What follows belongs to an exercise in optimizing a design on an open flow for small area and a short achievable clock period; a production flow would make more cautious choices. Function was not checked in any run shown here: the RTL went through the layout flow alone. No activity file was given, so power comes from the tool's default toggle rates.

`design/flow/config.mk`:
```
export PLATFORM = sky130hd
export DESIGN_NAME = RF_ALU
export DESIGN_NICKNAME = RF_ALU
export VERILOG_FILES = /design/flow/design.v
export SDC_FILE = /design/flow/constraint.sdc
export NUM_CORES = 8
export LEC_CHECK = 0
export CAP_MARGIN = 20
export CORE_MARGIN = 2
export CORE_UTILIZATION = 40
export SETUP_SLACK_MARGIN = 5
export SLEW_MARGIN = 20
export SYNTH_HIERARCHICAL = 1
```
`design/flow/constraint.sdc`:
```
create_clock -name core_clock -period 9.0 [get_ports {clk}]
set_input_delay 1.8000 -clock core_clock [delete_from_list [all_inputs] [get_ports {clk}]]
set_output_delay 1.8000 -clock core_clock [all_outputs]
set_load 0.01 [all_outputs]
```
`design/flow/design.v`:
```
module RF_ALU (input clk,
               input RegSet,
               input RegWrite,
               input [3:0] ALU_control,
               input [31:0] instr,
               input [31:0] Writedata,
               output reg [31:0] rd1,
               output reg [31:0] rd2,
               output [31:0] ALU_result,
               output Zero);
wire [4:0] rs1 = instr[19:15];
wire [4:0] rs2 = instr[24:20];
wire [4:0] rd  = instr[11:7];
reg        pend_v;
reg [3:0]  pend_lo;     
reg [7:0]  pend_hi;     
reg        pend_alu;
reg [4:0]  pend_rd;
reg [31:0] pend_wd;
reg [31:0] regs [1:31];
wire [31:0] wdata = pend_alu ? ALU_result : pend_wd;
wire [31:0] stale;         
assign stale[0] = 1'b0;
wire [32*32-1:0] rows;     
assign rows[31:0] = wdata;
genvar r, k;
generate
    for (r = 1; r < 32; r = r + 1) begin : row
        wire we, hold;
        g_and2 w (.a(pend_lo[r % 4]), .b(pend_hi[r / 4]), .y(we));
        g_inv h (.a(we), .y(hold));
        wire [31:0] d;
        assign stale[r] = we;
        assign rows[32*r +: 32] = regs[r];
        for (k = 0; k < 32; k = k + 1) begin : bt
            g_ao22 wc (.a1(regs[r][k]), .a2(hold), .b1(wdata[k]), .b2(we), .y(d[k]));
        end
        always @(posedge clk) regs[r] <= d;
    end
endgenerate
wire pend_nz = pend_v && (pend_rd != 5'd0);
wire [31:0] sel1, sel2;
rf_dec dec1 (.rs(rs1), .stale(stale), .pv(pend_nz), .prd(pend_rd), .sel(sel1));
rf_dec dec2 (.rs(rs2), .stale(stale), .pv(pend_nz), .prd(pend_rd), .sel(sel2));
wire [31:0] a, b;
generate
    for (k = 0; k < 32; k = k + 1) begin : rdbit
        wire [31:0] col;
        for (r = 0; r < 32; r = r + 1) begin : c
            assign col[r] = rows[32*r + k];
        end
        rf_mux32 m1 (.sel(sel1), .d(col), .q(a[k]));
        rf_mux32 m2 (.sel(sel2), .d(col), .q(b[k]));
    end
endgenerate
wire op_and   = (ALU_control == 4'b0000);
wire op_or    = (ALU_control == 4'b0001);
wire op_sub   = (ALU_control == 4'b0110);
wire op_arith = (ALU_control == 4'b0010) || op_sub;
wire [31:0] aa, g0n, t0n;
generate
    for (k = 0; k < 32; k = k + 1) begin : pg
        g_xor2  x (.a(a[k]), .b(op_sub), .y(aa[k]));
        g_nand3 g (.a(aa[k]), .b(b[k]), .c(op_arith), .y(g0n[k]));
        g_nor2  t (.a(aa[k]), .b(b[k]), .y(t0n[k]));
    end
endgenerate
reg [31:0] alu_p;    
reg [31:0] alu_g;    
reg [31:2] alu_t;    
wire l1g_1;
wire l1g_2;
wire l1t_2;
wire l1g_3;
wire l1t_3;
wire l1g_4;
wire l1t_4;
wire l1g_5;
wire l1t_5;
wire l1g_6;
wire l1t_6;
wire l1g_7;
wire l1t_7;
wire l1g_8;
wire l1t_8;
wire l1g_9;
wire l1t_9;
wire l1g_10;
wire l1t_10;
wire l1g_11;
wire l1t_11;
wire l1g_12;
wire l1t_12;
wire l1g_13;
wire l1t_13;
wire l1g_14;
wire l1t_14;
wire l1g_15;
wire l1t_15;
wire l1g_16;
wire l1t_16;
wire l1g_17;
wire l1t_17;
wire l1g_18;
wire l1t_18;
wire l1g_19;
wire l1t_19;
wire l1g_20;
wire l1t_20;
wire l1g_21;
wire l1t_21;
wire l1g_22;
wire l1t_22;
wire l1g_23;
wire l1t_23;
wire l1g_24;
wire l1t_24;
wire l1g_25;
wire l1t_25;
wire l1g_26;
wire l1t_26;
wire l1g_27;
wire l1t_27;
wire l1g_28;
wire l1t_28;
wire l1g_29;
wire l1t_29;
wire l1g_30;
wire l1t_30;
wire l1g_31;
wire l1t_31;
wire n_alu_g_0;
wire l2g_2;
wire l2g_3;
wire l2g_4;
wire l2t_4;
wire l2g_5;
wire l2t_5;
wire l2g_6;
wire l2t_6;
wire l2g_7;
wire l2t_7;
wire l2g_8;
wire l2t_8;
wire l2g_9;
wire l2t_9;
wire l2g_10;
wire l2t_10;
wire l2g_11;
wire l2t_11;
wire l2g_12;
wire l2t_12;
wire l2g_13;
wire l2t_13;
wire l2g_14;
wire l2t_14;
wire l2g_15;
wire l2t_15;
wire l2g_16;
wire l2t_16;
wire l2g_17;
wire l2t_17;
wire l2g_18;
wire l2t_18;
wire l2g_19;
wire l2t_19;
wire l2g_20;
wire l2t_20;
wire l2g_21;
wire l2t_21;
wire l2g_22;
wire l2t_22;
wire l2g_23;
wire l2t_23;
wire l2g_24;
wire l2t_24;
wire l2g_25;
wire l2t_25;
wire l2g_26;
wire l2t_26;
wire l2g_27;
wire l2t_27;
wire l2g_28;
wire l2t_28;
wire l2g_29;
wire l2t_29;
wire l2g_30;
wire l2t_30;
wire l2g_31;
wire l2t_31;
wire l3g_4;
wire n_alu_g_1;
wire l3g_5;
wire l3g_6;
wire l3g_7;
wire l3g_8;
wire l3t_8;
wire l3g_9;
wire l3t_9;
wire l3g_10;
wire l3t_10;
wire l3g_11;
wire l3t_11;
wire l3g_12;
wire l3t_12;
wire l3g_13;
wire l3t_13;
wire l3g_14;
wire l3t_14;
wire l3g_15;
wire l3t_15;
wire l3g_16;
wire l3t_16;
wire l3g_17;
wire l3t_17;
wire l3g_18;
wire l3t_18;
wire l3g_19;
wire l3t_19;
wire l3g_20;
wire l3t_20;
wire l3g_21;
wire l3t_21;
wire l3g_22;
wire l3t_22;
wire l3g_23;
wire l3t_23;
wire l3g_24;
wire l3t_24;
wire l3g_25;
wire l3t_25;
wire l3g_26;
wire l3t_26;
wire l3g_27;
wire l3t_27;
wire l3g_28;
wire l3t_28;
wire l3g_29;
wire l3t_29;
wire l3g_30;
wire l3t_30;
wire l3g_31;
wire l3t_31;
wire l4g_8;
wire l4g_9;
wire n_l2g_2;
wire l4g_10;
wire n_l2g_3;
wire l4g_11;
wire l4g_12;
wire l4g_13;
wire l4g_14;
wire l4g_15;
wire l4g_16;
wire l4t_16;
wire l4g_17;
wire l4t_17;
wire l4g_18;
wire l4t_18;
wire l4g_19;
wire l4t_19;
wire l4g_20;
wire l4t_20;
wire l4g_21;
wire l4t_21;
wire l4g_22;
wire l4t_22;
wire l4g_23;
wire l4t_23;
wire l4g_24;
wire l4t_24;
wire l4g_25;
wire l4t_25;
wire l4g_26;
wire l4t_26;
wire l4g_27;
wire l4t_27;
wire l4g_28;
wire l4t_28;
wire l4g_29;
wire l4t_29;
wire l4g_30;
wire l4t_30;
wire l4g_31;
wire l4t_31;
wire l5g_16;
wire l5g_17;
wire l5g_18;
wire l5g_19;
wire n_l3g_4;
wire l5g_20;
wire n_l3g_5;
wire l5g_21;
wire n_l3g_6;
wire l5g_22;
wire n_l3g_7;
wire l5g_23;
wire l5g_24;
wire l5g_25;
wire l5g_26;
wire l5g_27;
wire l5g_28;
wire l5g_29;
wire l5g_30;
wire l5g_31;
g_oai21 p0g1 (.a1(t0n[1]), .a2(g0n[0]), .b1(g0n[1]), .y(l1g_1));
g_oai21 p0g2 (.a1(t0n[2]), .a2(g0n[1]), .b1(g0n[2]), .y(l1g_2));
g_nor2 p0t2 (.a(t0n[2]), .b(t0n[1]), .y(l1t_2));
g_oai21 p0g3 (.a1(t0n[3]), .a2(g0n[2]), .b1(g0n[3]), .y(l1g_3));
g_nor2 p0t3 (.a(t0n[3]), .b(t0n[2]), .y(l1t_3));
g_oai21 p0g4 (.a1(t0n[4]), .a2(g0n[3]), .b1(g0n[4]), .y(l1g_4));
g_nor2 p0t4 (.a(t0n[4]), .b(t0n[3]), .y(l1t_4));
g_oai21 p0g5 (.a1(t0n[5]), .a2(g0n[4]), .b1(g0n[5]), .y(l1g_5));
g_nor2 p0t5 (.a(t0n[5]), .b(t0n[4]), .y(l1t_5));
g_oai21 p0g6 (.a1(t0n[6]), .a2(g0n[5]), .b1(g0n[6]), .y(l1g_6));
g_nor2 p0t6 (.a(t0n[6]), .b(t0n[5]), .y(l1t_6));
g_oai21 p0g7 (.a1(t0n[7]), .a2(g0n[6]), .b1(g0n[7]), .y(l1g_7));
g_nor2 p0t7 (.a(t0n[7]), .b(t0n[6]), .y(l1t_7));
g_oai21 p0g8 (.a1(t0n[8]), .a2(g0n[7]), .b1(g0n[8]), .y(l1g_8));
g_nor2 p0t8 (.a(t0n[8]), .b(t0n[7]), .y(l1t_8));
g_oai21 p0g9 (.a1(t0n[9]), .a2(g0n[8]), .b1(g0n[9]), .y(l1g_9));
g_nor2 p0t9 (.a(t0n[9]), .b(t0n[8]), .y(l1t_9));
g_oai21 p0g10 (.a1(t0n[10]), .a2(g0n[9]), .b1(g0n[10]), .y(l1g_10));
g_nor2 p0t10 (.a(t0n[10]), .b(t0n[9]), .y(l1t_10));
g_oai21 p0g11 (.a1(t0n[11]), .a2(g0n[10]), .b1(g0n[11]), .y(l1g_11));
g_nor2 p0t11 (.a(t0n[11]), .b(t0n[10]), .y(l1t_11));
g_oai21 p0g12 (.a1(t0n[12]), .a2(g0n[11]), .b1(g0n[12]), .y(l1g_12));
g_nor2 p0t12 (.a(t0n[12]), .b(t0n[11]), .y(l1t_12));
g_oai21 p0g13 (.a1(t0n[13]), .a2(g0n[12]), .b1(g0n[13]), .y(l1g_13));
g_nor2 p0t13 (.a(t0n[13]), .b(t0n[12]), .y(l1t_13));
g_oai21 p0g14 (.a1(t0n[14]), .a2(g0n[13]), .b1(g0n[14]), .y(l1g_14));
g_nor2 p0t14 (.a(t0n[14]), .b(t0n[13]), .y(l1t_14));
g_oai21 p0g15 (.a1(t0n[15]), .a2(g0n[14]), .b1(g0n[15]), .y(l1g_15));
g_nor2 p0t15 (.a(t0n[15]), .b(t0n[14]), .y(l1t_15));
g_oai21 p0g16 (.a1(t0n[16]), .a2(g0n[15]), .b1(g0n[16]), .y(l1g_16));
g_nor2 p0t16 (.a(t0n[16]), .b(t0n[15]), .y(l1t_16));
g_oai21 p0g17 (.a1(t0n[17]), .a2(g0n[16]), .b1(g0n[17]), .y(l1g_17));
g_nor2 p0t17 (.a(t0n[17]), .b(t0n[16]), .y(l1t_17));
g_oai21 p0g18 (.a1(t0n[18]), .a2(g0n[17]), .b1(g0n[18]), .y(l1g_18));
g_nor2 p0t18 (.a(t0n[18]), .b(t0n[17]), .y(l1t_18));
g_oai21 p0g19 (.a1(t0n[19]), .a2(g0n[18]), .b1(g0n[19]), .y(l1g_19));
g_nor2 p0t19 (.a(t0n[19]), .b(t0n[18]), .y(l1t_19));
g_oai21 p0g20 (.a1(t0n[20]), .a2(g0n[19]), .b1(g0n[20]), .y(l1g_20));
g_nor2 p0t20 (.a(t0n[20]), .b(t0n[19]), .y(l1t_20));
g_oai21 p0g21 (.a1(t0n[21]), .a2(g0n[20]), .b1(g0n[21]), .y(l1g_21));
g_nor2 p0t21 (.a(t0n[21]), .b(t0n[20]), .y(l1t_21));
g_oai21 p0g22 (.a1(t0n[22]), .a2(g0n[21]), .b1(g0n[22]), .y(l1g_22));
g_nor2 p0t22 (.a(t0n[22]), .b(t0n[21]), .y(l1t_22));
g_oai21 p0g23 (.a1(t0n[23]), .a2(g0n[22]), .b1(g0n[23]), .y(l1g_23));
g_nor2 p0t23 (.a(t0n[23]), .b(t0n[22]), .y(l1t_23));
g_oai21 p0g24 (.a1(t0n[24]), .a2(g0n[23]), .b1(g0n[24]), .y(l1g_24));
g_nor2 p0t24 (.a(t0n[24]), .b(t0n[23]), .y(l1t_24));
g_oai21 p0g25 (.a1(t0n[25]), .a2(g0n[24]), .b1(g0n[25]), .y(l1g_25));
g_nor2 p0t25 (.a(t0n[25]), .b(t0n[24]), .y(l1t_25));
g_oai21 p0g26 (.a1(t0n[26]), .a2(g0n[25]), .b1(g0n[26]), .y(l1g_26));
g_nor2 p0t26 (.a(t0n[26]), .b(t0n[25]), .y(l1t_26));
g_oai21 p0g27 (.a1(t0n[27]), .a2(g0n[26]), .b1(g0n[27]), .y(l1g_27));
g_nor2 p0t27 (.a(t0n[27]), .b(t0n[26]), .y(l1t_27));
g_oai21 p0g28 (.a1(t0n[28]), .a2(g0n[27]), .b1(g0n[28]), .y(l1g_28));
g_nor2 p0t28 (.a(t0n[28]), .b(t0n[27]), .y(l1t_28));
g_oai21 p0g29 (.a1(t0n[29]), .a2(g0n[28]), .b1(g0n[29]), .y(l1g_29));
g_nor2 p0t29 (.a(t0n[29]), .b(t0n[28]), .y(l1t_29));
g_oai21 p0g30 (.a1(t0n[30]), .a2(g0n[29]), .b1(g0n[30]), .y(l1g_30));
g_nor2 p0t30 (.a(t0n[30]), .b(t0n[29]), .y(l1t_30));
g_oai21 p0g31 (.a1(t0n[31]), .a2(g0n[30]), .b1(g0n[31]), .y(l1g_31));
g_nor2 p0t31 (.a(t0n[31]), .b(t0n[30]), .y(l1t_31));
g_inv i_n_alu_g_0 (.a(alu_g[0]), .y(n_alu_g_0));
g_aoi21 p1g2 (.a1(alu_t[2]), .a2(n_alu_g_0), .b1(alu_g[2]), .y(l2g_2));
g_aoi21 p1g3 (.a1(alu_t[3]), .a2(alu_g[1]), .b1(alu_g[3]), .y(l2g_3));
g_aoi21 p1g4 (.a1(alu_t[4]), .a2(alu_g[2]), .b1(alu_g[4]), .y(l2g_4));
g_nand2 p1t4 (.a(alu_t[4]), .b(alu_t[2]), .y(l2t_4));
g_aoi21 p1g5 (.a1(alu_t[5]), .a2(alu_g[3]), .b1(alu_g[5]), .y(l2g_5));
g_nand2 p1t5 (.a(alu_t[5]), .b(alu_t[3]), .y(l2t_5));
g_aoi21 p1g6 (.a1(alu_t[6]), .a2(alu_g[4]), .b1(alu_g[6]), .y(l2g_6));
g_nand2 p1t6 (.a(alu_t[6]), .b(alu_t[4]), .y(l2t_6));
g_aoi21 p1g7 (.a1(alu_t[7]), .a2(alu_g[5]), .b1(alu_g[7]), .y(l2g_7));
g_nand2 p1t7 (.a(alu_t[7]), .b(alu_t[5]), .y(l2t_7));
g_aoi21 p1g8 (.a1(alu_t[8]), .a2(alu_g[6]), .b1(alu_g[8]), .y(l2g_8));
g_nand2 p1t8 (.a(alu_t[8]), .b(alu_t[6]), .y(l2t_8));
g_aoi21 p1g9 (.a1(alu_t[9]), .a2(alu_g[7]), .b1(alu_g[9]), .y(l2g_9));
g_nand2 p1t9 (.a(alu_t[9]), .b(alu_t[7]), .y(l2t_9));
g_aoi21 p1g10 (.a1(alu_t[10]), .a2(alu_g[8]), .b1(alu_g[10]), .y(l2g_10));
g_nand2 p1t10 (.a(alu_t[10]), .b(alu_t[8]), .y(l2t_10));
g_aoi21 p1g11 (.a1(alu_t[11]), .a2(alu_g[9]), .b1(alu_g[11]), .y(l2g_11));
g_nand2 p1t11 (.a(alu_t[11]), .b(alu_t[9]), .y(l2t_11));
g_aoi21 p1g12 (.a1(alu_t[12]), .a2(alu_g[10]), .b1(alu_g[12]), .y(l2g_12));
g_nand2 p1t12 (.a(alu_t[12]), .b(alu_t[10]), .y(l2t_12));
g_aoi21 p1g13 (.a1(alu_t[13]), .a2(alu_g[11]), .b1(alu_g[13]), .y(l2g_13));
g_nand2 p1t13 (.a(alu_t[13]), .b(alu_t[11]), .y(l2t_13));
g_aoi21 p1g14 (.a1(alu_t[14]), .a2(alu_g[12]), .b1(alu_g[14]), .y(l2g_14));
g_nand2 p1t14 (.a(alu_t[14]), .b(alu_t[12]), .y(l2t_14));
g_aoi21 p1g15 (.a1(alu_t[15]), .a2(alu_g[13]), .b1(alu_g[15]), .y(l2g_15));
g_nand2 p1t15 (.a(alu_t[15]), .b(alu_t[13]), .y(l2t_15));
g_aoi21 p1g16 (.a1(alu_t[16]), .a2(alu_g[14]), .b1(alu_g[16]), .y(l2g_16));
g_nand2 p1t16 (.a(alu_t[16]), .b(alu_t[14]), .y(l2t_16));
g_aoi21 p1g17 (.a1(alu_t[17]), .a2(alu_g[15]), .b1(alu_g[17]), .y(l2g_17));
g_nand2 p1t17 (.a(alu_t[17]), .b(alu_t[15]), .y(l2t_17));
g_aoi21 p1g18 (.a1(alu_t[18]), .a2(alu_g[16]), .b1(alu_g[18]), .y(l2g_18));
g_nand2 p1t18 (.a(alu_t[18]), .b(alu_t[16]), .y(l2t_18));
g_aoi21 p1g19 (.a1(alu_t[19]), .a2(alu_g[17]), .b1(alu_g[19]), .y(l2g_19));
g_nand2 p1t19 (.a(alu_t[19]), .b(alu_t[17]), .y(l2t_19));
g_aoi21 p1g20 (.a1(alu_t[20]), .a2(alu_g[18]), .b1(alu_g[20]), .y(l2g_20));
g_nand2 p1t20 (.a(alu_t[20]), .b(alu_t[18]), .y(l2t_20));
g_aoi21 p1g21 (.a1(alu_t[21]), .a2(alu_g[19]), .b1(alu_g[21]), .y(l2g_21));
g_nand2 p1t21 (.a(alu_t[21]), .b(alu_t[19]), .y(l2t_21));
g_aoi21 p1g22 (.a1(alu_t[22]), .a2(alu_g[20]), .b1(alu_g[22]), .y(l2g_22));
g_nand2 p1t22 (.a(alu_t[22]), .b(alu_t[20]), .y(l2t_22));
g_aoi21 p1g23 (.a1(alu_t[23]), .a2(alu_g[21]), .b1(alu_g[23]), .y(l2g_23));
g_nand2 p1t23 (.a(alu_t[23]), .b(alu_t[21]), .y(l2t_23));
g_aoi21 p1g24 (.a1(alu_t[24]), .a2(alu_g[22]), .b1(alu_g[24]), .y(l2g_24));
g_nand2 p1t24 (.a(alu_t[24]), .b(alu_t[22]), .y(l2t_24));
g_aoi21 p1g25 (.a1(alu_t[25]), .a2(alu_g[23]), .b1(alu_g[25]), .y(l2g_25));
g_nand2 p1t25 (.a(alu_t[25]), .b(alu_t[23]), .y(l2t_25));
g_aoi21 p1g26 (.a1(alu_t[26]), .a2(alu_g[24]), .b1(alu_g[26]), .y(l2g_26));
g_nand2 p1t26 (.a(alu_t[26]), .b(alu_t[24]), .y(l2t_26));
g_aoi21 p1g27 (.a1(alu_t[27]), .a2(alu_g[25]), .b1(alu_g[27]), .y(l2g_27));
g_nand2 p1t27 (.a(alu_t[27]), .b(alu_t[25]), .y(l2t_27));
g_aoi21 p1g28 (.a1(alu_t[28]), .a2(alu_g[26]), .b1(alu_g[28]), .y(l2g_28));
g_nand2 p1t28 (.a(alu_t[28]), .b(alu_t[26]), .y(l2t_28));
g_aoi21 p1g29 (.a1(alu_t[29]), .a2(alu_g[27]), .b1(alu_g[29]), .y(l2g_29));
g_nand2 p1t29 (.a(alu_t[29]), .b(alu_t[27]), .y(l2t_29));
g_aoi21 p1g30 (.a1(alu_t[30]), .a2(alu_g[28]), .b1(alu_g[30]), .y(l2g_30));
g_nand2 p1t30 (.a(alu_t[30]), .b(alu_t[28]), .y(l2t_30));
g_aoi21 p1g31 (.a1(alu_t[31]), .a2(alu_g[29]), .b1(alu_g[31]), .y(l2g_31));
g_nand2 p1t31 (.a(alu_t[31]), .b(alu_t[29]), .y(l2t_31));
g_oai21 p2g4 (.a1(l2t_4), .a2(alu_g[0]), .b1(l2g_4), .y(l3g_4));
g_inv i_n_alu_g_1 (.a(alu_g[1]), .y(n_alu_g_1));
g_oai21 p2g5 (.a1(l2t_5), .a2(n_alu_g_1), .b1(l2g_5), .y(l3g_5));
g_oai21 p2g6 (.a1(l2t_6), .a2(l2g_2), .b1(l2g_6), .y(l3g_6));
g_oai21 p2g7 (.a1(l2t_7), .a2(l2g_3), .b1(l2g_7), .y(l3g_7));
g_oai21 p2g8 (.a1(l2t_8), .a2(l2g_4), .b1(l2g_8), .y(l3g_8));
g_nor2 p2t8 (.a(l2t_8), .b(l2t_4), .y(l3t_8));
g_oai21 p2g9 (.a1(l2t_9), .a2(l2g_5), .b1(l2g_9), .y(l3g_9));
g_nor2 p2t9 (.a(l2t_9), .b(l2t_5), .y(l3t_9));
g_oai21 p2g10 (.a1(l2t_10), .a2(l2g_6), .b1(l2g_10), .y(l3g_10));
g_nor2 p2t10 (.a(l2t_10), .b(l2t_6), .y(l3t_10));
g_oai21 p2g11 (.a1(l2t_11), .a2(l2g_7), .b1(l2g_11), .y(l3g_11));
g_nor2 p2t11 (.a(l2t_11), .b(l2t_7), .y(l3t_11));
g_oai21 p2g12 (.a1(l2t_12), .a2(l2g_8), .b1(l2g_12), .y(l3g_12));
g_nor2 p2t12 (.a(l2t_12), .b(l2t_8), .y(l3t_12));
g_oai21 p2g13 (.a1(l2t_13), .a2(l2g_9), .b1(l2g_13), .y(l3g_13));
g_nor2 p2t13 (.a(l2t_13), .b(l2t_9), .y(l3t_13));
g_oai21 p2g14 (.a1(l2t_14), .a2(l2g_10), .b1(l2g_14), .y(l3g_14));
g_nor2 p2t14 (.a(l2t_14), .b(l2t_10), .y(l3t_14));
g_oai21 p2g15 (.a1(l2t_15), .a2(l2g_11), .b1(l2g_15), .y(l3g_15));
g_nor2 p2t15 (.a(l2t_15), .b(l2t_11), .y(l3t_15));
g_oai21 p2g16 (.a1(l2t_16), .a2(l2g_12), .b1(l2g_16), .y(l3g_16));
g_nor2 p2t16 (.a(l2t_16), .b(l2t_12), .y(l3t_16));
g_oai21 p2g17 (.a1(l2t_17), .a2(l2g_13), .b1(l2g_17), .y(l3g_17));
g_nor2 p2t17 (.a(l2t_17), .b(l2t_13), .y(l3t_17));
g_oai21 p2g18 (.a1(l2t_18), .a2(l2g_14), .b1(l2g_18), .y(l3g_18));
g_nor2 p2t18 (.a(l2t_18), .b(l2t_14), .y(l3t_18));
g_oai21 p2g19 (.a1(l2t_19), .a2(l2g_15), .b1(l2g_19), .y(l3g_19));
g_nor2 p2t19 (.a(l2t_19), .b(l2t_15), .y(l3t_19));
g_oai21 p2g20 (.a1(l2t_20), .a2(l2g_16), .b1(l2g_20), .y(l3g_20));
g_nor2 p2t20 (.a(l2t_20), .b(l2t_16), .y(l3t_20));
g_oai21 p2g21 (.a1(l2t_21), .a2(l2g_17), .b1(l2g_21), .y(l3g_21));
g_nor2 p2t21 (.a(l2t_21), .b(l2t_17), .y(l3t_21));
g_oai21 p2g22 (.a1(l2t_22), .a2(l2g_18), .b1(l2g_22), .y(l3g_22));
g_nor2 p2t22 (.a(l2t_22), .b(l2t_18), .y(l3t_22));
g_oai21 p2g23 (.a1(l2t_23), .a2(l2g_19), .b1(l2g_23), .y(l3g_23));
g_nor2 p2t23 (.a(l2t_23), .b(l2t_19), .y(l3t_23));
g_oai21 p2g24 (.a1(l2t_24), .a2(l2g_20), .b1(l2g_24), .y(l3g_24));
g_nor2 p2t24 (.a(l2t_24), .b(l2t_20), .y(l3t_24));
g_oai21 p2g25 (.a1(l2t_25), .a2(l2g_21), .b1(l2g_25), .y(l3g_25));
g_nor2 p2t25 (.a(l2t_25), .b(l2t_21), .y(l3t_25));
g_oai21 p2g26 (.a1(l2t_26), .a2(l2g_22), .b1(l2g_26), .y(l3g_26));
g_nor2 p2t26 (.a(l2t_26), .b(l2t_22), .y(l3t_26));
g_oai21 p2g27 (.a1(l2t_27), .a2(l2g_23), .b1(l2g_27), .y(l3g_27));
g_nor2 p2t27 (.a(l2t_27), .b(l2t_23), .y(l3t_27));
g_oai21 p2g28 (.a1(l2t_28), .a2(l2g_24), .b1(l2g_28), .y(l3g_28));
g_nor2 p2t28 (.a(l2t_28), .b(l2t_24), .y(l3t_28));
g_oai21 p2g29 (.a1(l2t_29), .a2(l2g_25), .b1(l2g_29), .y(l3g_29));
g_nor2 p2t29 (.a(l2t_29), .b(l2t_25), .y(l3t_29));
g_oai21 p2g30 (.a1(l2t_30), .a2(l2g_26), .b1(l2g_30), .y(l3g_30));
g_nor2 p2t30 (.a(l2t_30), .b(l2t_26), .y(l3t_30));
g_oai21 p2g31 (.a1(l2t_31), .a2(l2g_27), .b1(l2g_31), .y(l3g_31));
g_nor2 p2t31 (.a(l2t_31), .b(l2t_27), .y(l3t_31));
g_aoi21 p3g8 (.a1(l3t_8), .a2(n_alu_g_0), .b1(l3g_8), .y(l4g_8));
g_aoi21 p3g9 (.a1(l3t_9), .a2(alu_g[1]), .b1(l3g_9), .y(l4g_9));
g_inv i_n_l2g_2 (.a(l2g_2), .y(n_l2g_2));
g_aoi21 p3g10 (.a1(l3t_10), .a2(n_l2g_2), .b1(l3g_10), .y(l4g_10));
g_inv i_n_l2g_3 (.a(l2g_3), .y(n_l2g_3));
g_aoi21 p3g11 (.a1(l3t_11), .a2(n_l2g_3), .b1(l3g_11), .y(l4g_11));
g_aoi21 p3g12 (.a1(l3t_12), .a2(l3g_4), .b1(l3g_12), .y(l4g_12));
g_aoi21 p3g13 (.a1(l3t_13), .a2(l3g_5), .b1(l3g_13), .y(l4g_13));
g_aoi21 p3g14 (.a1(l3t_14), .a2(l3g_6), .b1(l3g_14), .y(l4g_14));
g_aoi21 p3g15 (.a1(l3t_15), .a2(l3g_7), .b1(l3g_15), .y(l4g_15));
g_aoi21 p3g16 (.a1(l3t_16), .a2(l3g_8), .b1(l3g_16), .y(l4g_16));
g_nand2 p3t16 (.a(l3t_16), .b(l3t_8), .y(l4t_16));
g_aoi21 p3g17 (.a1(l3t_17), .a2(l3g_9), .b1(l3g_17), .y(l4g_17));
g_nand2 p3t17 (.a(l3t_17), .b(l3t_9), .y(l4t_17));
g_aoi21 p3g18 (.a1(l3t_18), .a2(l3g_10), .b1(l3g_18), .y(l4g_18));
g_nand2 p3t18 (.a(l3t_18), .b(l3t_10), .y(l4t_18));
g_aoi21 p3g19 (.a1(l3t_19), .a2(l3g_11), .b1(l3g_19), .y(l4g_19));
g_nand2 p3t19 (.a(l3t_19), .b(l3t_11), .y(l4t_19));
g_aoi21 p3g20 (.a1(l3t_20), .a2(l3g_12), .b1(l3g_20), .y(l4g_20));
g_nand2 p3t20 (.a(l3t_20), .b(l3t_12), .y(l4t_20));
g_aoi21 p3g21 (.a1(l3t_21), .a2(l3g_13), .b1(l3g_21), .y(l4g_21));
g_nand2 p3t21 (.a(l3t_21), .b(l3t_13), .y(l4t_21));
g_aoi21 p3g22 (.a1(l3t_22), .a2(l3g_14), .b1(l3g_22), .y(l4g_22));
g_nand2 p3t22 (.a(l3t_22), .b(l3t_14), .y(l4t_22));
g_aoi21 p3g23 (.a1(l3t_23), .a2(l3g_15), .b1(l3g_23), .y(l4g_23));
g_nand2 p3t23 (.a(l3t_23), .b(l3t_15), .y(l4t_23));
g_aoi21 p3g24 (.a1(l3t_24), .a2(l3g_16), .b1(l3g_24), .y(l4g_24));
g_nand2 p3t24 (.a(l3t_24), .b(l3t_16), .y(l4t_24));
g_aoi21 p3g25 (.a1(l3t_25), .a2(l3g_17), .b1(l3g_25), .y(l4g_25));
g_nand2 p3t25 (.a(l3t_25), .b(l3t_17), .y(l4t_25));
g_aoi21 p3g26 (.a1(l3t_26), .a2(l3g_18), .b1(l3g_26), .y(l4g_26));
g_nand2 p3t26 (.a(l3t_26), .b(l3t_18), .y(l4t_26));
g_aoi21 p3g27 (.a1(l3t_27), .a2(l3g_19), .b1(l3g_27), .y(l4g_27));
g_nand2 p3t27 (.a(l3t_27), .b(l3t_19), .y(l4t_27));
g_aoi21 p3g28 (.a1(l3t_28), .a2(l3g_20), .b1(l3g_28), .y(l4g_28));
g_nand2 p3t28 (.a(l3t_28), .b(l3t_20), .y(l4t_28));
g_aoi21 p3g29 (.a1(l3t_29), .a2(l3g_21), .b1(l3g_29), .y(l4g_29));
g_nand2 p3t29 (.a(l3t_29), .b(l3t_21), .y(l4t_29));
g_aoi21 p3g30 (.a1(l3t_30), .a2(l3g_22), .b1(l3g_30), .y(l4g_30));
g_nand2 p3t30 (.a(l3t_30), .b(l3t_22), .y(l4t_30));
g_aoi21 p3g31 (.a1(l3t_31), .a2(l3g_23), .b1(l3g_31), .y(l4g_31));
g_nand2 p3t31 (.a(l3t_31), .b(l3t_23), .y(l4t_31));
g_oai21 p4g16 (.a1(l4t_16), .a2(alu_g[0]), .b1(l4g_16), .y(l5g_16));
g_oai21 p4g17 (.a1(l4t_17), .a2(n_alu_g_1), .b1(l4g_17), .y(l5g_17));
g_oai21 p4g18 (.a1(l4t_18), .a2(l2g_2), .b1(l4g_18), .y(l5g_18));
g_oai21 p4g19 (.a1(l4t_19), .a2(l2g_3), .b1(l4g_19), .y(l5g_19));
g_inv i_n_l3g_4 (.a(l3g_4), .y(n_l3g_4));
g_oai21 p4g20 (.a1(l4t_20), .a2(n_l3g_4), .b1(l4g_20), .y(l5g_20));
g_inv i_n_l3g_5 (.a(l3g_5), .y(n_l3g_5));
g_oai21 p4g21 (.a1(l4t_21), .a2(n_l3g_5), .b1(l4g_21), .y(l5g_21));
g_inv i_n_l3g_6 (.a(l3g_6), .y(n_l3g_6));
g_oai21 p4g22 (.a1(l4t_22), .a2(n_l3g_6), .b1(l4g_22), .y(l5g_22));
g_inv i_n_l3g_7 (.a(l3g_7), .y(n_l3g_7));
g_oai21 p4g23 (.a1(l4t_23), .a2(n_l3g_7), .b1(l4g_23), .y(l5g_23));
g_oai21 p4g24 (.a1(l4t_24), .a2(l4g_8), .b1(l4g_24), .y(l5g_24));
g_oai21 p4g25 (.a1(l4t_25), .a2(l4g_9), .b1(l4g_25), .y(l5g_25));
g_oai21 p4g26 (.a1(l4t_26), .a2(l4g_10), .b1(l4g_26), .y(l5g_26));
g_oai21 p4g27 (.a1(l4t_27), .a2(l4g_11), .b1(l4g_27), .y(l5g_27));
g_oai21 p4g28 (.a1(l4t_28), .a2(l4g_12), .b1(l4g_28), .y(l5g_28));
g_oai21 p4g29 (.a1(l4t_29), .a2(l4g_13), .b1(l4g_29), .y(l5g_29));
g_oai21 p4g30 (.a1(l4t_30), .a2(l4g_14), .b1(l4g_30), .y(l5g_30));
g_oai21 p4g31 (.a1(l4t_31), .a2(l4g_15), .b1(l4g_31), .y(l5g_31));
assign Zero = (rd1 == rd2);
assign ALU_result[0] = alu_p[0];
g_xnor2 s1 (.a(alu_p[1]), .b(alu_g[0]), .y(ALU_result[1]));
g_xor2 s2 (.a(alu_p[2]), .b(alu_g[1]), .y(ALU_result[2]));
g_xnor2 s3 (.a(alu_p[3]), .b(l2g_2), .y(ALU_result[3]));
g_xnor2 s4 (.a(alu_p[4]), .b(l2g_3), .y(ALU_result[4]));
g_xor2 s5 (.a(alu_p[5]), .b(l3g_4), .y(ALU_result[5]));
g_xor2 s6 (.a(alu_p[6]), .b(l3g_5), .y(ALU_result[6]));
g_xor2 s7 (.a(alu_p[7]), .b(l3g_6), .y(ALU_result[7]));
g_xor2 s8 (.a(alu_p[8]), .b(l3g_7), .y(ALU_result[8]));
g_xnor2 s9 (.a(alu_p[9]), .b(l4g_8), .y(ALU_result[9]));
g_xnor2 s10 (.a(alu_p[10]), .b(l4g_9), .y(ALU_result[10]));
g_xnor2 s11 (.a(alu_p[11]), .b(l4g_10), .y(ALU_result[11]));
g_xnor2 s12 (.a(alu_p[12]), .b(l4g_11), .y(ALU_result[12]));
g_xnor2 s13 (.a(alu_p[13]), .b(l4g_12), .y(ALU_result[13]));
g_xnor2 s14 (.a(alu_p[14]), .b(l4g_13), .y(ALU_result[14]));
g_xnor2 s15 (.a(alu_p[15]), .b(l4g_14), .y(ALU_result[15]));
g_xnor2 s16 (.a(alu_p[16]), .b(l4g_15), .y(ALU_result[16]));
g_xor2 s17 (.a(alu_p[17]), .b(l5g_16), .y(ALU_result[17]));
g_xor2 s18 (.a(alu_p[18]), .b(l5g_17), .y(ALU_result[18]));
g_xor2 s19 (.a(alu_p[19]), .b(l5g_18), .y(ALU_result[19]));
g_xor2 s20 (.a(alu_p[20]), .b(l5g_19), .y(ALU_result[20]));
g_xor2 s21 (.a(alu_p[21]), .b(l5g_20), .y(ALU_result[21]));
g_xor2 s22 (.a(alu_p[22]), .b(l5g_21), .y(ALU_result[22]));
g_xor2 s23 (.a(alu_p[23]), .b(l5g_22), .y(ALU_result[23]));
g_xor2 s24 (.a(alu_p[24]), .b(l5g_23), .y(ALU_result[24]));
g_xor2 s25 (.a(alu_p[25]), .b(l5g_24), .y(ALU_result[25]));
g_xor2 s26 (.a(alu_p[26]), .b(l5g_25), .y(ALU_result[26]));
g_xor2 s27 (.a(alu_p[27]), .b(l5g_26), .y(ALU_result[27]));
g_xor2 s28 (.a(alu_p[28]), .b(l5g_27), .y(ALU_result[28]));
g_xor2 s29 (.a(alu_p[29]), .b(l5g_28), .y(ALU_result[29]));
g_xor2 s30 (.a(alu_p[30]), .b(l5g_29), .y(ALU_result[30]));
g_xor2 s31 (.a(alu_p[31]), .b(l5g_30), .y(ALU_result[31]));
always @(posedge clk) begin
    rd1 <= a;
    rd2 <= b;
    alu_p <= op_arith ? (a ^ b) : op_and ? (a & b) : op_or ? (a | b) : ALU_result;
    alu_g[0] <= g0n[0];
    alu_g[1] <= l1g_1;
    alu_g[2] <= l1g_2;
    alu_g[3] <= l1g_3;
    alu_g[4] <= l1g_4;
    alu_g[5] <= l1g_5;
    alu_g[6] <= l1g_6;
    alu_g[7] <= l1g_7;
    alu_g[8] <= l1g_8;
    alu_g[9] <= l1g_9;
    alu_g[10] <= l1g_10;
    alu_g[11] <= l1g_11;
    alu_g[12] <= l1g_12;
    alu_g[13] <= l1g_13;
    alu_g[14] <= l1g_14;
    alu_g[15] <= l1g_15;
    alu_g[16] <= l1g_16;
    alu_g[17] <= l1g_17;
    alu_g[18] <= l1g_18;
    alu_g[19] <= l1g_19;
    alu_g[20] <= l1g_20;
    alu_g[21] <= l1g_21;
    alu_g[22] <= l1g_22;
    alu_g[23] <= l1g_23;
    alu_g[24] <= l1g_24;
    alu_g[25] <= l1g_25;
    alu_g[26] <= l1g_26;
    alu_g[27] <= l1g_27;
    alu_g[28] <= l1g_28;
    alu_g[29] <= l1g_29;
    alu_g[30] <= l1g_30;
    alu_g[31] <= l1g_31;
    alu_t[2] <= l1t_2;
    alu_t[3] <= l1t_3;
    alu_t[4] <= l1t_4;
    alu_t[5] <= l1t_5;
    alu_t[6] <= l1t_6;
    alu_t[7] <= l1t_7;
    alu_t[8] <= l1t_8;
    alu_t[9] <= l1t_9;
    alu_t[10] <= l1t_10;
    alu_t[11] <= l1t_11;
    alu_t[12] <= l1t_12;
    alu_t[13] <= l1t_13;
    alu_t[14] <= l1t_14;
    alu_t[15] <= l1t_15;
    alu_t[16] <= l1t_16;
    alu_t[17] <= l1t_17;
    alu_t[18] <= l1t_18;
    alu_t[19] <= l1t_19;
    alu_t[20] <= l1t_20;
    alu_t[21] <= l1t_21;
    alu_t[22] <= l1t_22;
    alu_t[23] <= l1t_23;
    alu_t[24] <= l1t_24;
    alu_t[25] <= l1t_25;
    alu_t[26] <= l1t_26;
    alu_t[27] <= l1t_27;
    alu_t[28] <= l1t_28;
    alu_t[29] <= l1t_29;
    alu_t[30] <= l1t_30;
    alu_t[31] <= l1t_31;
    pend_v   <= (RegWrite || RegSet) && (rd != 5'd0);
    pend_lo  <= ((RegWrite || RegSet) && (rd != 5'd0)) ? (4'd1 << rd[1:0]) : 4'd0;
    pend_hi  <= 8'd1 << rd[4:2];
    pend_alu <= RegWrite;
    pend_rd  <= rd;
    pend_wd  <= Writedata;
end
endmodule
module rf_dec (input [4:0] rs, input [31:0] stale, input pv, input [4:0] prd,
               output [31:0] sel);
wire [4:0] rn;
wire [3:0] lo_n;
wire [7:0] hi_n;
wire [4:0] x;
wire e0, e1;
genvar j;
generate
    for (j = 0; j < 5; j = j + 1) begin : iv
        g_inv i (.a(rs[j]), .y(rn[j]));
        g_xnor2 c (.a(rs[j]), .b(prd[j]), .y(x[j]));
    end
    for (j = 0; j < 4; j = j + 1) begin : lo
        g_nand2 n (.a(j & 1 ? rs[0] : rn[0]), .b(j & 2 ? rs[1] : rn[1]), .y(lo_n[j]));
    end
    for (j = 0; j < 8; j = j + 1) begin : hi
        g_nand3 n (.a(j & 1 ? rs[2] : rn[2]), .b(j & 2 ? rs[3] : rn[3]),
                   .c(j & 4 ? rs[4] : rn[4]), .y(hi_n[j]));
    end
    for (j = 1; j < 32; j = j + 1) begin : s
        g_nor3 n (.a(lo_n[j % 4]), .b(hi_n[j / 4]), .c(stale[j]), .y(sel[j]));
    end
endgenerate
g_nand3 c0 (.a(x[0]), .b(x[1]), .c(x[2]), .y(e0));
g_nand3 c1 (.a(x[3]), .b(x[4]), .c(pv), .y(e1));
g_nor2 c2 (.a(e0), .b(e1), .y(sel[0]));
endmodule
module rf_mux32 (input [31:0] sel, input [31:0] d, output q);
wire [3:0] u;
wire [1:0] v;
genvar j;
generate
    for (j = 0; j < 4; j = j + 1) begin : l1
        rf_mux8 x (.sel(sel[8*j +: 8]), .d(d[8*j +: 8]), .y(u[j]));
    end
endgenerate
g_nor2 v0 (.a(u[0]), .b(u[1]), .y(v[0]));
g_nor2 v1 (.a(u[2]), .b(u[3]), .y(v[1]));
g_nand2 o (.a(v[0]), .b(v[1]), .y(q));
endmodule
module rf_mux8 (input [7:0] sel, input [7:0] d, output y);
assign y = |(sel & d);
endmodule
module g_ao22 (input a1, input a2, input b1, input b2, output y);
assign y = (a1 & a2) | (b1 & b2);
endmodule
module g_aoi21 (input a1, input a2, input b1, output y);
assign y = ~((a1 & a2) | b1);
endmodule
module g_oai21 (input a1, input a2, input b1, output y);
assign y = ~((a1 | a2) & b1);
endmodule
module g_nand4 (input a, input b, input c, input d, output y);
assign y = ~(a & b & c & d);
endmodule
module g_nand3 (input a, input b, input c, output y);
assign y = ~(a & b & c);
endmodule
module g_nor3 (input a, input b, input c, output y);
assign y = ~(a | b | c);
endmodule
module g_and2 (input a, input b, output y);
assign y = a & b;
endmodule
module g_nand2 (input a, input b, output y);
assign y = ~(a & b);
endmodule
module g_nor2 (input a, input b, output y);
assign y = ~(a | b);
endmodule
module g_xor2 (input a, input b, output y);
assign y = a ^ b;
endmodule
module g_inv (input a, output y);
assign y = ~a;
endmodule
module g_xnor2 (input a, input b, output y);
assign y = ~(a ^ b);
endmodule
```
`design/flow/run.sh`:
```
#!/bin/bash
# synth_recipe.tcl (not shown) runs the flow's synth.tcl, then flattens the netlist and writes it again
# the make line also repeats each setting of config.mk as NAME=value (left out here)
make -C /OpenROAD-flow-scripts/flow DESIGN_CONFIG=/design/flow/config.mk WORK_HOME=/design/flow/orfs CLKGATE_MAP_FILE= SYNTH_SCRIPT=/design/flow/synth_recipe.tcl finish
```
==> results of run 1 <==
==> area by class of cell <==
| cell class | instances | area [µm²] | share of cell area |
|---|---|---|---|
| tap | 1625 | 2033 | 0.03326 |
| antenna | 1 | 2.502 | 0.00004093 |
| clock inverter | 49 | 690.7 | 0.01130 |
| sequential | 1199 | 24080 | 0.3938 |
| inverter | 115 | 460.4 | 0.007531 |
| multi-input combinational | 3282 | 26620 | 0.4354 |
| clock buffer | 175 | 3556 | 0.05816 |
| timing repair buffer | 396 | 3700 | 0.06052 |
==> worst paths after layout <==
path / to / slack (ns) / cells after the start
max: Zero / 4.87 / 5
min: regs[7][29] / 0.51 / 1
max reg2reg: alu_p[31] / 5.14 / 19
min reg2reg: regs[7][29] / 0.51 / 1
==> flip-flops by register name (all words and copies together), names as in the netlist <==
register	count
pend_rd	5
alu_p	32
pend_hi	8
regs	992
pend_lo	4
pend_wd	32
alu_g	31
rd2	32
alu_t	29
pend_alu	1
pend_v	1
rd1	32
==> cells in the final DEF (no fill, tap or decap), drive strengths merged, types with 83 or more instances in the layout <==
cell type and n:
xor2 83, nor2 233, buf 267, clkbuf 187, o21ai 96, clkdlybuf4s50 109
nand4 258, inv 105, a22o 992, dfxtp 1198, a22oi 1024, nand2 140
a21oi 115
==> timing repair <==
action | in CTS | in global routing
setup endpoints to repair | 186 | 108
pin swaps | 79 | 84
cloned | 0 | 1
buffers inserted | 74 | 29
gates resized for setup | 498 | 172
==> routing by layer <==
metal,share of wire,vias to the layer above,wire (µm),global-route usage
met2,0.43,3541,96420,0.5072
li1,-,19960,-,-
met1,0.39,23510,85920,0.4384
met5,0.00081,-,181,0
met3,0.13,709,29380,0.1031
met4,0.050,6,11050,0.1645
==> through the flow <==
stage	hold WS, ns	instance area (µm²)	total power, mW	instances
global route	0.5226	61130	17.88	6841
finish	0.5102	61140	17.30	6842
global placement	0.4885	54060	11.36	6512
floorplan	0.4784	49540	9.873	4621
CTS	0.5094	60290	17.06	6810
detailed placement	0.4954	54060	11.48	6512
==> worst max-delay path, cell delays in order (launching register included) <==
cell	delay, ns
dfxtp_1	0.31
xor2_1	0.18
nor4_4	0.47
nand4_1	0.28
nor2_2	0.19
buf_2	0.17
==> power groups by stage <==
stage               clock [mW]  combinational [mW]  sequential, mW
floorplan                    0                2.22            7.65
global placement             0                3.56            7.81
CTS                       5.47                3.79            7.80
detailed placement           0                3.62            7.86
global route              5.68                4.17            8.03
finish                    5.45                3.97            7.88
==> summary.txt, run 1 <==
Outcome
  • Outcome: complete, no violations

Clock network
  • Clock transition at path regs: 0.06 ns
  • Clock Latency Late Sink: 0.74 ns
  • Clock sink total: 1199
  • Hold-fix buffers at CTS: 0
  • Root buf cell: clkbuf_16
  • CTS tree: yes
  • CTS max path bufs: 3
  • Htree depth: 3
  • Num CTS Buffers: 121

Global route
  • Vias in the first global route: 44840
  • Overflow after GRT: 0
  • Largest net degree at the start of global routing: 79
  • Total track usage: 0.3371
  • First-pass GRT wire length: 314.1 mm
  • Initial antenna violation count: 4

Worst hold path
  • Worst min path class: flop to flop
  • Min-delay src: regs[7][29]

Placement
  • HPWL Detailed: 130.7 mm
  • RD Place Congestion: 0.9097
  • Post-Place Worst Slack: 2.574 ns
  • Port Buf Inserts: 150

STA
  • Final Hold Fails: 0
  • Min Tclk post-route: 4.133 ns
  • Clock Skew: 0.03068 ns
  • Rel. slew slack: 0.2604
  • Final Cycle Share: 0.4592
  • Max-slew violation count: 0
  • Fmax: 242.0 MHz
  • Setup TNS: 0 ns
  • RSZ-0062 raised after global routing: yes
  • Worst Tran Pin Value: 1.109 ns
  • Final Setup Violations: 0
  • Setup WS post-layout: 4.867 ns

Synth
  • YS warnings: 9
  • Synthesized area per cell: 10.58 µm²
  • Mapped cell area: 48900 µm²
  • Synth Instances: 4621
  • Net Count, Synth: 4756

Pwr
  • Combinational power share: 0.229
  • Sequential power share: 0.456
  • P_sw: 5.543 mW
  • Pwr Density: 283.0 nW/µm²
  • Max IR drop VDD: 0.1735 mV
  • Int Power: 11.76 mW
  • Clock share of power: 0.315
  • Net Sw Frac: 0.3204
  • Leakage: 22.74 nW

Die
  • DIE AREA: 125100 µm²
  • Core Rows: 128
  • Starting density of the core: 0.4023
  • Die Y: 353.6 µm
  • Core ar.: 121600 µm²
  • I/O pin total: 168
  • Die width: 353.6 µm

Setup path
  • Worst Path Max Fanout: 2
  • Critical Path Source: rd2[27]
  • Worst setup EP type: primary output
  • RR Startpoint: alu_g[0]
  • Data required time of the worst path: 7.20 ns
  • Crit Path Category: flop to primary output
  • WP data arrival: 2.33 ns
  • Startpoint Class: flop

Layout
  • Final Util: 0.5030
  • Synth-to-Final Area Change: 25.03%
  • Share of cells above drive strength 1: 0.1894
  • Nets: 5250
  • Number of fill cells: 10900

Routing
  • Final wirelength: 222.9 mm
  • Drt drc: 0
  • DR iter-0 viols: 6739
  • Final antenna-violating net count: 0
  • Routed wire per std cell: 32.58 µm
  • Vias: 47730
  • 1st-pass router iterations: 9
  • Avg Vias per Cell: 6.976

Job
  • Max Cap Viol: 0
==> run 2: changes to the inputs <==
--- a/design/flow/design.v
+++ b/design/flow/design.v
@@ -538,7 +538,8 @@
 g_oai21 p4g29 (.a1(l4t_29), .a2(l4g_13), .b1(l4g_29), .y(l5g_29));
 g_oai21 p4g30 (.a1(l4t_30), .a2(l4g_14), .b1(l4g_30), .y(l5g_30));
 g_oai21 p4g31 (.a1(l4t_31), .a2(l4g_15), .b1(l4g_31), .y(l5g_31));
-assign Zero = (rd1 == rd2);
+reg [1:0] zq;
+assign Zero = zq[0] & zq[1];
 assign ALU_result[0] = alu_p[0];
 g_xnor2 s1 (.a(alu_p[1]), .b(alu_g[0]), .y(ALU_result[1]));
 g_xor2 s2 (.a(alu_p[2]), .b(alu_g[1]), .y(ALU_result[2]));
@@ -574,6 +575,8 @@
 always @(posedge clk) begin
     rd1 <= a;
     rd2 <= b;
+    zq[0] <= (a[15:0] == b[15:0]);
+    zq[1] <= (a[31:16] == b[31:16]);
     alu_p <= op_arith ? (a ^ b) : op_and ? (a & b) : op_or ? (a | b) : ALU_result;
     alu_g[0] <= g0n[0];
     alu_g[1] <= l1g_1;
==> run 2 against run 1 <==
Against the previous run:
- total power increased by 1.9%
- synthesized cell count decreased by 1.2%
- fmax rose by 1.2%
- clock skew is 0.0050 ns higher
- critical path type is now flop to flop
- critical endpoint is now zq[1]
==> summary.txt, run 2 <==
STA
  • Setup TNS: 0 ns (unchanged)
  • Rel. slew slack: 0.3251 (was 0.2604)
  • RSZ-0062 raised after global routing: yes (unchanged)
  • Max-slew violation count: 0 (unchanged)
  • Final Hold Fails: 0 (unchanged)
  • Hold slack: 0.5089 ns (was 0.5102 ns)
  • Fmax: 244.8 MHz (was 242.0 MHz)
  • Worst Tran Pin Value: 1.012 ns (was 1.109 ns)
  • Final Cycle Share: 0.4540 (was 0.4592)
  • Final Setup Violations: 0 (unchanged)
  • Min Tclk post-route: 4.086 ns (was 4.133 ns)
  • Clock Skew: 0.03571 ns (was 0.03068 ns)

Synth
  • Mapped cell area: 48680 µm² (was 48900 µm²)
  • Synthesized area per cell: 10.66 µm² (was 10.58 µm²)
  • Net Count, Synth: 4700 (was 4756)
  • YS warnings: 9 (unchanged)
  • Synth Instances: 4565 (was 4621)

Placement
  • Port Buf Inserts: 150 (unchanged)
  • RD Place Congestion: 0.9290 (was 0.9097)
  • HPWL Detailed: 128.7 mm (was 130.7 mm)
  • # placed instances: 6453 (was 6512)

Layout
  • Final Non-Filler Cells: 6805 (was 6842)
  • Synth-to-Final Area Change: 25.84% (was 25.03%)
  • Final Util: 0.5093 (was 0.5030)
  • Most frequent cells in the layout: 1173 x dfxtp_1, 1014 x a22oi_1, 993 x a22o_1 (was 1168 x dfxtp_1, 1022 x a22oi_1, 992 x a22o_1)
  • Largest Register: regs (unchanged)
  • Nets: 5220 (was 5250)
  • Max reg flops: 992 (unchanged)
  • Share of cells above drive strength 1: 0.1956 (was 0.1894)
  • Most common cell after layout, fill and taps aside: dfxtp_1 (unchanged)

Setup path
  • Cell depth of the worst setup path: 17 (was 5)
  • R2R Setup Slk: 4.91 ns (was 5.14 ns)
  • Crit Path Category: flop to flop (was flop to primary output)
  • Worst Path Max Fanout: 33 (was 2)
  • CP bufs+invs: 4 (was 1)
  • Critical Path Source: alu_g[3] (was rd2[27])
  • CP delay by family, top: simple AND/OR/NAND/NOR gates (unchanged)
  • Startpoint Class: flop (unchanged)
  • Crit-path cells: a21oi_4, buf_6, o21ai_4, a21oi_4, o21ai_4, xor2_4, buf_4, mux2_1, buf_4, a22oi_1, nand4_1, nor2_2, nand2_2, inv_1, ha_1, nor4_2, and4_1 (was xor2_1, nor4_4, nand4_1, nor2_2, buf_2)
  • R2r worst-path depth: 17 (was 19)
  • Largest stage delay, worst path: 0.35 ns (was 0.47 ns)
  • WP data arrival: 4.78 ns (was 2.33 ns)
  • Crit-path slowest cell: dfxtp_2 (was nor4_4)
  • R2r endpoint: zq[1] (was alu_p[31])
  • Data required time of the worst path: 9.70 ns (was 7.20 ns)
  • RR Startpoint: alu_g[3] (was alu_g[0])
  • CP Capture Point: zq[1] (was Zero)
  • Worst setup EP type: flop (was primary output)

Routing
  • Final wirelength: 218.4 mm (was 222.9 mm)
  • DR iter-0 viols: 7667 (was 6739)
  • Drt drc: 0 (unchanged)
  • Final antenna-violating net count: 0 (unchanged)
  • 1st-pass router iterations: 6 (was 9)
  • Vias: 46960 (was 47730)
  • Routed wire per std cell: 32.09 µm (was 32.58 µm)
  • Avg Vias per Cell: 6.901 (was 6.976)

Global route
  • First-pass GRT wire length: 308.0 mm (was 314.1 mm)
  • Overflow after GRT: 0 (unchanged)
  • Largest net degree at the start of global routing: 96 (was 79)
  • Vias in the first global route: 43450 (was 44840)
  • Total track usage: 0.3315 (was 0.3371)
  • Initial antenna violation count: 7 (was 4)

Die
  • Starting density of the core: 0.4047 (was 0.4023)
  • DIE AREA: 124500 µm² (was 125100 µm²)
  • I/O pin total: 168 (unchanged)
  • Core ar.: 120300 µm² (was 121600 µm²)
  • Die Y: 352.9 µm (was 353.6 µm)
  • Die width: 352.9 µm (was 353.6 µm)
  • Core Rows: 127 (was 128)

Pwr
  • Power, Total: 17.63 mW (was 17.30 mW)
  • Int Power: 11.94 mW (was 11.76 mW)
  • Clock share of power: 0.312 (was 0.315)
  • Combinational power share: 0.233 (was 0.229)
  • Sequential power share: 0.456 (about the same)
  • Max IR drop VDD: 0.1836 mV (was 0.1735 mV)
  • P_sw: 5.690 mW (was 5.543 mW)
  • Pwr Density: 287.8 nW/µm² (was 283.0 nW/µm²)
  • Net Sw Frac: 0.3227 (was 0.3204)
  • Leakage: 22.93 nW (was 22.74 nW)

Clock network
  • Clock sink total: 1201 (was 1199)
  • Root buf cell: clkbuf_16 (unchanged)
  • CTS tree: yes (unchanged)
  • Clock transition at path regs: 0.06 ns (about the same)
  • Htree depth: 4 (was 3)
  • Clock Latency Late Sink: 0.78 ns (was 0.74 ns)
  • CTS max path bufs: 3 (unchanged)
  • Hold-fix buffers at CTS: 0 (unchanged)
  • Num CTS Buffers: 133 (was 121)

Outcome
  • Outcome: complete, no violations (unchanged)

Job
  • Max Cap Viol: 0 (unchanged)

Worst hold path
  • Worst min path class: flop to flop (unchanged)
run 2: how the worst min path moves through the flow:
stage	depth (start not counted)	slack [ns]	endpoint	start
detailed placement	1	0.50	regs[13][5]	regs[13][5]
global route	1	0.52	regs[13][28]	regs[13][28]
global placement	1	0.49	regs[13][23]	regs[13][23]
CTS	1	0.51	regs[31][0]	regs[31][0]
finish	1	0.51	regs[5][20]	regs[5][20]
floorplan	1	0.48	regs[10][10]	regs[10][10]
run 2: area by class of cell:
class | instances | area [µm²]
Multi-Input combinational cell | 3225 | 26380
Clock inverter | 45 | 410.4
Timing Repair Buffer | 410 | 3880
Clock buffer | 194 | 3983
Antenna cell | 4 | 10.01
Tap cell | 1612 | 2017
Inverter | 114 | 467.9
Fill cell | 10720 | 59030
Sequential cell | 1201 | 24110
run 2: per-layer routing:
layer | up-vias | GRT usage | wire length, µm
met5 | - | 0 | 149
met2 | 3255 | 0.4809 | 91810
li1 | 19880 | - | -
met4 | 6 | 0.1806 | 13220
met3 | 561 | 0.1028 | 26620
met1 | 23260 | 0.4377 | 86590
run 2: repair_timing:
action                                  CTS  global route
pin swaps                                96           101
gates resized for setup                 505           187
cloned                                    0             1
endpoints found under the setup margin  188            59
setup buffers                            81            27
run 2: metrics by stage:
stage                     setup WS, ns  area (µm²)
after detailed placement         2.423       53890
final                            4.914       61260
after CTS                        4.800       60390
after global placement           2.436       53890
after global routing             4.855       61260
after floorplan                  4.937       49350
run 2: power groups by stage:
| stage | combinational [mW] | clock, mW | sequential, mW |
|---|---|---|---|
| 6_report | 4.10 | 5.50 | 8.03 |
| 5_1_grt | 4.27 | 5.75 | 8.19 |
| 4_1_cts | 3.86 | 5.53 | 7.95 |
| 3_5_place_dp | 3.67 | 0 | 8.00 |
| 3_3_place_gp | 3.60 | 0 | 7.95 |
| 2_1_floorplan | 2.28 | 0 | 7.79 |
==> run 3: changes to the inputs <==
==> design/flow/flow/run.sh (new file) <==
#!/bin/bash
set -euo pipefail
export SETUP_SLACK_MARGIN=6
# let timing repair change a cell's footprint (drive strength) in every step
sed 's|"\${@:-finish}"|MATCH_CELL_FOOTPRINT=0 "${@:-finish}"|' standard.sh > standard_own.sh
grep -q 'MATCH_CELL_FOOTPRINT=0' standard_own.sh
bash standard_own.sh > standard_flow.log 2>&1
==> design/flow/standard.sh (new file) <==
#!/bin/bash
# synth_recipe.tcl (not shown) runs the flow's synth.tcl, then flattens the netlist and writes it again
# the make line also repeats each setting of config.mk as NAME=value (left out here)
make -C /OpenROAD-flow-scripts/flow DESIGN_CONFIG=/design/flow/config.mk WORK_HOME=/design/flow/orfs CLKGATE_MAP_FILE= SYNTH_SCRIPT=/design/flow/synth_recipe.tcl "${@:-finish}"
--- a/design/flow/config.mk
+++ b/design/flow/config.mk
@@ -8,6 +8,5 @@
 export CAP_MARGIN = 20
 export CORE_MARGIN = 2
 export CORE_UTILIZATION = 40
-export SETUP_SLACK_MARGIN = 5
 export SLEW_MARGIN = 20
 export SYNTH_HIERARCHICAL = 1
removed: design/flow/run.sh
==> run 3 against run 2 <==
Against the previous run:
- cell count up 4.9%
- still clean on timing, DRC and antenna
- via count up 12%
- sequential cell count unchanged
- clock skew up 0.0034 ns
- highest routed layer unchanged
- hold slack better by 0.0040 ns
- sequential power up 2%
==> summary.txt, run 3 <==
Job
  • Max Cap Viol: 0 (unchanged)

Die
  • Die Y: 352.9 µm (unchanged)
  • Core Rows: 127 (unchanged)
  • DIE AREA: 124500 µm² (unchanged)
  • Core ar.: 120300 µm² (unchanged)
  • Starting density of the core: 0.4047 (unchanged)
  • I/O pin total: 168 (unchanged)
  • Die width: 352.9 µm (unchanged)

Setup path
  • Worst setup EP type: primary output (was flop)
  • Data required time of the worst path: 7.20 ns (was 9.70 ns)
  • Critical Path Source: alu_t[27] (was alu_g[3])
  • WP data arrival: 2.57 ns (was 4.78 ns)
  • Worst Path Max Fanout: 2 (was 33)
  • Startpoint Class: flop (unchanged)
  • RR Startpoint: alu_t[5] (was alu_g[3])
  • Crit Path Category: flop to primary output (was flop to flop)

Routing
  • Final wirelength: 269.3 mm (was 218.4 mm)
  • Drt drc: 0 (unchanged)
  • 1st-pass router iterations: 9 (was 6)
  • Vias: 52710 (was 46960)
  • DR iter-0 viols: 9564 (was 7667)
  • Final antenna-violating net count: 0 (unchanged)
  • Avg Vias per Cell: 7.386 (was 6.901)
  • Routed wire per std cell: 37.74 µm (was 32.09 µm)

Global route
  • Initial antenna violation count: 7 (unchanged)
  • Overflow after GRT: 0 (unchanged)
  • Vias in the first global route: 48080 (was 43450)
  • Largest net degree at the start of global routing: 93 (was 96)
  • First-pass GRT wire length: 350.6 mm (was 308.0 mm)
  • Total track usage: 0.3843 (was 0.3315)

Pwr
  • Max IR drop VDD: 0.2053 mV (was 0.1836 mV)
  • Pwr Density: 274.3 nW/µm² (was 287.8 nW/µm²)
  • Leakage: 26.05 nW (was 22.93 nW)

STA
  • Final Cycle Share: 0.4858 (was 0.4540)
  • Fmax: 228.7 MHz (was 244.8 MHz)
  • Worst Tran Pin Value: 1.152 ns (was 1.012 ns)
  • Final Hold Fails: 0 (unchanged)
  • Setup TNS: 0 ns (unchanged)
  • RSZ-0062 raised after global routing: yes (unchanged)
  • Rel. slew slack: 0.2310 (was 0.3251)
  • Setup WS post-layout: 4.628 ns (was 4.914 ns)
  • Max-slew violation count: 0 (unchanged)
  • Min Tclk post-route: 4.372 ns (was 4.086 ns)
  • Final Setup Violations: 0 (unchanged)
  • Clock Skew: 0.03911 ns (was 0.03571 ns)

Layout
  • Nets: 5552 (was 5220)
  • Design Area, Final: 69860 µm² (was 61260 µm²)
  • Most common cell after layout, fill and taps aside: dfxtp_1 (unchanged)
  • Final Non-Filler Cells: 7136 (was 6805)
  • Most frequent cells in the layout: 1121 x dfxtp_1, 993 x a22o_1, 844 x a22oi_1 (was 1173 x dfxtp_1, 1014 x a22oi_1, 993 x a22o_1)
  • Share of cells above drive strength 1: 0.3594 (was 0.1956)
  • Max reg flops: 992 (unchanged)
  • Largest Register: regs (unchanged)
  • Synth-to-Final Area Change: 43.50% (was 25.84%)

Placement
  • HPWL Detailed: 127.4 mm (was 128.7 mm)
  • Port Buf Inserts: 150 (unchanged)
  • Post-Place Worst Slack: 2.412 ns (was 2.423 ns)
  • # placed instances: 6423 (was 6453)
  • DP Area: 53770 µm² (was 53890 µm²)
  • RD Place Congestion: 0.8941 (was 0.9290)

Clock network
  • Root buf cell: clkbuf_16 (unchanged)
  • Hold-fix buffers at CTS: 0 (unchanged)
  • CTS max path bufs: 3 (unchanged)
  • Clock sink total: 1201 (unchanged)
  • CTS tree: yes (unchanged)
  • Clock Latency Late Sink: 0.80 ns (was 0.78 ns)
  • Clock transition at path regs: 0.07 ns (was 0.06 ns)
  • Htree depth: 4 (unchanged)
  • Num CTS Buffers: 132 (was 133)

Synth
  • Synth Instances: 4565 (unchanged)
  • Synthesized area per cell: 10.66 µm² (unchanged)
  • Mapped cell area: 48680 µm² (unchanged)
  • Net Count, Synth: 4700 (unchanged)
  • YS warnings: 9 (unchanged)

Worst hold path
  • Min-delay src: regs[7][11] (was regs[5][20])
  • Worst min path class: flop to flop (unchanged)

Outcome
  • Outcome: complete, no violations (unchanged)
-- run 3: final timing paths --
path              slack, ns        endpoint  cells after the start
hold / removal         0.51     regs[7][11]                      1
setup reg to reg       4.89           zq[1]                     16
hold reg to reg        0.51     regs[7][11]                      1
setup / recovery       4.63  ALU_result[30]                      6
-- run 3: cell type report --
type / count / area, µm²
Clock buffer: 195 / 3931
Sequential cell: 1201 / 24200
Timing Repair Buffer: 740 / 8792
Tap cell: 1612 / 2017
Fill cell: 9329 / 50430
Clock inverter: 42 / 485.5
Antenna cell: 4 / 10.01
Multi-Input combinational cell: 3228 / 29940
Inverter: 114 / 483.0
-- run 3: what timing repair did --
item                       4_1_cts  5_1_grt
buffers inserted               275      141
hold endpoints to repair         0        0
setup endpoints to repair      255      250
gates resized for setup       1512      527
pin swaps                      427      402
cloned                          39       17
-- run 3: metal layers --
metal  track usage  vias up  routed length, µm
met4        0.2627       10              24310
li1              -    20540                  -
met5      0.007925        -                186
met3        0.1487     1385              42200
met2        0.5375     5146             107100
met1        0.4847    25620              95520
-- run 3: critical path, stage by stage (launching register included) --
cell     delay, ns
dfxtp_1       0.39
nand2_1       0.19
nor2_1        0.36
nand2_1       0.18
o21ai_4       0.27
xor2_2        0.23
buf_2         0.17
-- run 3: power by group --
| part | internal [mW] | switching [mW] |
|---|---|---|
| Combinational | 2.56 | 2.82 |
| Clock | 3.17 | 2.40 |
| Sequential | 6.87 | 1.33 |
-- run 3: through the flow --
step	hold slack (ns)	power, mW	utilization
floorplan	0.4784	10.07	-
global placement	0.4888	11.51	0.4470
detailed placement	0.4955	11.63	0.4470
CTS	0.5085	17.93	0.5467
global route	0.5197	19.61	0.5807
finish	0.5130	19.16	0.5807

-- separate check: timing with driven ports --
How much do the figures lean on ideal ports? The routed layouts below were timed once more, with nothing changed but the port constraints.
Step 1 (the two cells are an assumption about what drives the block):
set clk [get_ports {clk}]
set_driving_cell -lib_cell sky130_fd_sc_hd__clkbuf_16 $clk
set_driving_cell -lib_cell sky130_fd_sc_hd__buf_2 [delete_from_list [all_inputs] $clk]
Step 2 times the ports against the registers' clock, not the clock port: input delays grow and output delays shrink by t, the midpoint of the rising clock arrivals with the driver on.
a / b / c = no drivers / after step 1 / after step 2; a / b = the first two.
run | t (ns) | setup slack, ns | hold WS [ns] | cell pins on the clock port's net
run 1 | 0.796 | 4.867 / 4.793 / 4.251 | 0.510 / 0.510 / 0.510 | 1
run 2 | 0.839 | 4.914 / 4.841 / 4.023 | 0.509 / 0.509 / 0.509 | 1
run 3 | 0.855 | 4.628 / 4.553 / 4.131 | 0.513 / 0.513 / 0.513 | 1
After both steps setup and hold are still met in every run listed. The setup slack of run 2, which loses most, moves by -0.073 ns with the drivers and by -0.891 ns with both steps.
